This design comes from an exercise in tuning for small area on the open sky130 flow, not from production work. In this exercise RTL edits were held to simulation tests only and were not proved equivalent to the original. Power figures rest on the tool's default switching activity, not on a simulated workload.

==> inputs of run K <==
==> flow/design.v (excerpt) <==
module pipeline_top(
    input         clk,
    input         reset,
    output [8:0]  imem_addr,
    input  [31:0] imem_rdata,
    output [7:0]  dmem_addr,
    input  [63:0] dmem_rdata,
    output [63:0] dmem_wdata,
    output        dmem_we
    );
    reg [8:0] pc;
    always @(posedge clk or posedge reset)
        if (reset) pc <= 9'd0;
        else       pc <= pc + 9'd1;
    assign imem_addr = pc;
    wire [3:0] f_op    = imem_rdata[31:28];
    wire       f_load  = (f_op == 4'b1010);
    wire       f_store = (f_op == 4'b1011);
    wire       f_wreg  = ~(f_store | (f_op == 4'b1111));
    wire       f_mem   = f_load | f_store;
    wire [1:0] f_dst   = f_load ? imem_rdata[27:26] : imem_rdata[23:22];
    reg       d_mem, d_wreg;
    reg [1:0] d_ra, d_dst;
    reg [7:0] d_addr;
    always @(posedge clk or posedge reset)
        if (reset) begin
            d_mem  <= 1'b0;
            d_wreg <= 1'b0;
        end else begin
            d_mem  <= f_mem;
            d_wreg <= f_wreg;
        end
    always @(posedge clk) begin
        d_ra   <= imem_rdata[27:26];
        d_dst  <= f_dst;
        d_addr <= imem_rdata[21:14];
    end
    reg [63:0] r0, r1, r2, r3;
    reg [3:0]  valid;
    wire [3:0] rsel;
    assign rsel[0] = valid[0] & (d_ra == 2'd0);
    assign rsel[1] = valid[1] & (d_ra == 2'd1);
    assign rsel[2] = valid[2] & (d_ra == 2'd2);
    assign rsel[3] = valid[3] & (d_ra == 2'd3);
    wire [63:0] rdata = ({64{rsel[0]}} & r0) | ({64{rsel[1]}} & r1) |
                        ({64{rsel[2]}} & r2) | ({64{rsel[3]}} & r3);
    reg        e_mem, e_wreg;
    reg [1:0]  e_dst;
    reg [7:0]  e_addr;
    reg [63:0] e_val;
  ...
==> module pipeline_top, before the edit <==
module pipeline_top(
    input         clk,
    input         reset,
    output [8:0]  imem_addr,
    input  [31:0] imem_rdata,
    output [7:0]  dmem_addr,
    input  [63:0] dmem_rdata,
    output [63:0] dmem_wdata,
    output        dmem_we
    );
    reg [8:0] pc;
    always @(posedge clk or posedge reset)
        if (reset) pc <= 9'd0;
        else       pc <= pc + 9'd1;
    assign imem_addr = pc;
    wire [3:0] f_op    = imem_rdata[31:28];
    wire       f_load  = (f_op == 4'b1010);
    wire       f_store = (f_op == 4'b1011);
    wire       f_wreg  = ~(f_store | (f_op == 4'b1111));
    wire       f_mem   = f_load | f_store;
    wire [1:0] f_dst   = f_load ? imem_rdata[27:26] : imem_rdata[23:22];
    reg       d_mem, d_wreg;
    reg [1:0] d_ra, d_dst;
    reg [7:0] d_addr;
    always @(posedge clk or posedge reset)
        if (reset) begin
            d_mem  <= 1'b0;
            d_wreg <= 1'b0;
        end else begin
            d_mem  <= f_mem;
            d_wreg <= f_wreg;
        end
    always @(posedge clk) begin
        d_ra   <= imem_rdata[27:26];
        d_dst  <= f_dst;
        d_addr <= imem_rdata[21:14];
    end
    reg [63:0] r0, r1, r2, r3;
    reg [3:0]  valid;
    wire [3:0] rsel;
    assign rsel[0] = valid[0] & (d_ra == 2'd0);
    assign rsel[1] = valid[1] & (d_ra == 2'd1);
    assign rsel[2] = valid[2] & (d_ra == 2'd2);
    assign rsel[3] = valid[3] & (d_ra == 2'd3);
    wire [63:0] rdata = ({64{rsel[0]}} & r0) | ({64{rsel[1]}} & r1) |
                        ({64{rsel[2]}} & r2) | ({64{rsel[3]}} & r3);
    reg        e_mem, e_wreg;
    reg [1:0]  e_dst;
    reg [7:0]  e_addr;
    reg [63:0] e_val;
    always @(posedge clk or posedge reset)
        if (reset) begin
            e_mem  <= 1'b0;
            e_wreg <= 1'b0;
        end else begin
            e_mem  <= d_mem;
            e_wreg <= d_wreg;
        end
    always @(posedge clk) begin
        e_dst  <= d_dst;
        e_addr <= d_addr;
        e_val  <= rdata;
    end
    reg        m_mem, m_wreg;
    reg [1:0]  m_dst;
    reg [7:0]  m_addr;
    reg [63:0] m_val;
    always @(posedge clk or posedge reset)
        if (reset) begin
            m_mem  <= 1'b0;
            m_wreg <= 1'b0;
        end else begin
            m_mem  <= e_mem;
            m_wreg <= e_wreg;
        end
    always @(posedge clk) begin
        m_dst  <= e_dst;
        m_addr <= e_addr;
        m_val  <= e_val;
    end
    wire   m_load     = m_mem & m_wreg;
    assign dmem_we    = m_mem & ~m_wreg;
    assign dmem_addr  = m_addr;
    assign dmem_wdata = m_val;
    reg        w_wreg;
    reg [1:0]  w_dst;
    reg [63:0] w_val;
    always @(posedge clk or posedge reset)
        if (reset) w_wreg <= 1'b0;
        else       w_wreg <= m_wreg;
    always @(posedge clk) begin
        w_dst <= m_dst;
        w_val <= m_load ? dmem_rdata : m_val;
    end
    wire [3:0] we;
    assign we[0] = w_wreg & (w_dst == 2'd0);
    assign we[1] = w_wreg & (w_dst == 2'd1);
    assign we[2] = w_wreg & (w_dst == 2'd2);
    assign we[3] = w_wreg & (w_dst == 2'd3);
    always @(posedge clk or posedge reset)
        if (reset) valid <= 4'b0;
        else       valid <= valid | we;
    always @(posedge clk) begin
        if (we[0]) r0 <= w_val;
        if (we[1]) r1 <= w_val;
        if (we[2]) r2 <= w_val;
        if (we[3]) r3 <= w_val;
    end
endmodule
clock: 5.0 ns
lec_check: 0
cap_margin: 20
core_margin: 2
core_utilization: 40
cts_buf_list: sky130_fd_sc_hd__clkbuf_8
cts_cluster_diameter: 50
cts_cluster_size: 18
slew_margin: 20
run.sh (not shown) runs the stock make flow with config.mk's settings and CLKGATE_MAP_FILE= SYNTH_SCRIPT=/design/flow/synth_recipe.tcl, a recipe that flattens the netlist after the stock synthesis.
==> run F: changes against run K <==
--- a/flow/design.v
+++ b/flow/design.v
@@ -44,6 +44,7 @@
     assign rsel[2] = valid[2] & (d_ra == 2'd2);
     assign rsel[3] = valid[3] & (d_ra == 2'd3);
-    wire [63:0] rdata = ({64{rsel[0]}} & r0) | ({64{rsel[1]}} & r1) |
-                        ({64{rsel[2]}} & r2) | ({64{rsel[3]}} & r3);
+    wire [63:0] p01 = ~(({64{~rsel[0]}} | r0) & ({64{~rsel[1]}} | r1));
+    wire [63:0] p23 = ~(({64{~rsel[2]}} | r2) & ({64{~rsel[3]}} | r3));
+    wire [63:0] rdata = p01 | p23;
     reg        e_mem, e_wreg;
     reg [1:0]  e_dst;
@@ -86,5 +87,5 @@
     reg        w_wreg;
     reg [1:0]  w_dst;
-    reg [63:0] w_val;
+    reg [63:0] w_nval;    
     always @(posedge clk or posedge reset)
         if (reset) w_wreg <= 1'b0;
@@ -92,5 +93,5 @@
     always @(posedge clk) begin
         w_dst <= m_dst;
-        w_val <= m_load ? dmem_rdata : m_val;
+        w_nval <= ~(m_load ? dmem_rdata : m_val);
     end
     wire [3:0] we;
@@ -103,8 +104,8 @@
         else       valid <= valid | we;
     always @(posedge clk) begin
-        if (we[0]) r0 <= w_val;
-        if (we[1]) r1 <= w_val;
-        if (we[2]) r2 <= w_val;
-        if (we[3]) r3 <= w_val;
+        if (we[0]) r0 <= w_nval;
+        if (we[1]) r1 <= w_nval;
+        if (we[2]) r2 <= w_nval;
+        if (we[3]) r3 <= w_nval;
     end
 endmodule
==> flow/flow/run.sh (new file) <==
#!/bin/bash
# Standard ORFS layout (standard.sh) with smaller port buffers and a tuned clock tree.
set -euo pipefail
bash standard.sh \
  BUFFER_PORTS_ARGS="-buffer_cell sky130_fd_sc_hd__buf_1" \
  CTS_ARGS="-sink_clustering_enable -repair_clock_nets -dont_use_dummy_load -buf_list sky130_fd_sc_hd__clkbuf_4 -sink_clustering_size 10 -sink_clustering_max_diameter 50"  \
  finish > standard_flow.log 2>&1
==> flow/standard.sh (new file) <==
#!/bin/bash
# synth_recipe.tcl (not shown) runs the flow's synth.tcl, then flattens the netlist and writes it again
# the make line also repeats each setting of config.mk as NAME=value (left out here)
make -C /OpenROAD-flow-scripts/flow DESIGN_CONFIG=/design/flow/config.mk WORK_HOME=/design/flow/orfs CLKGATE_MAP_FILE= SYNTH_SCRIPT=/design/flow/synth_recipe.tcl "${@:-finish}"
- CTS_BUF_LIST: sky130_fd_sc_hd__clkbuf_8 -> default
- CTS_CLUSTER_DIAMETER: 50 -> default
- CTS_CLUSTER_SIZE: 18 -> default
removed: flow/run.sh
==> notes.md <==
| quantity | run K | run F |
|---|---|---|
| Area growth, synth to finish | 20.55% | 10.51% |
| Worst R2R End | e_val[53] | r2[9] |
| Multi-input combinational cell count | 298 | 294 |
| Antenna cell count | 0 | 1 |
| Setup slack at placement | 2504 ps | 2727 ps |
| Average footprint of a synthesized cell | 18.15 um^2 | 18.02 um^2 |
| Switching fraction of total power | 22.77% | 22.54% |
| Overall power | 8.016 mW | 6.971 mW |
| Run status | timing/DRC/antenna clean | timing/DRC/antenna clean |
| Sequential power | 4.91 mW | 4.87 mW |
| Sequential element share of the synthesized area | 83.00% | 84.09% |
| Fraction of the mapped netlist area in simple logic gates | 1.642% | 1.010% |
| # clk buffers | 45 | 58 |
| Fraction of layout instances using a drive strength above 1 | 15.50% | 8.058% |
| Setup clock skew after layout | 20.78 ps | 77.76 ps |
| Insertion delay of the later-clocked pin in the worst-skew pair | 630 ps | 770 ps |

## re-timing with driven ports
Ports are ideal in the flow. The routed layouts listed here were re-timed in OpenROAD.
Step 1, drivers: a clkbuf_16 drives clk and a buf_2 each remaining input, both assumed.
Step 2, shift: input delay + t, output delay - t, t = (earliest + latest rising clock arrival at the registers) / 2. This alone moves slack from input paths to output paths.
Three values: no drivers, after step 1, after step 2; two values: the first two.
run | shift t [ns] | setup slack, ns | worst setup path after step 2 | worst slew at a driven data input, ns
run K | 0.661 | 2.213 / 2.165 / 2.599 | register to register | 0.06
run F | 0.779 | 2.380 / 2.337 / 2.725 | register to register | 0.05
After both steps setup and hold are still met in every run listed.
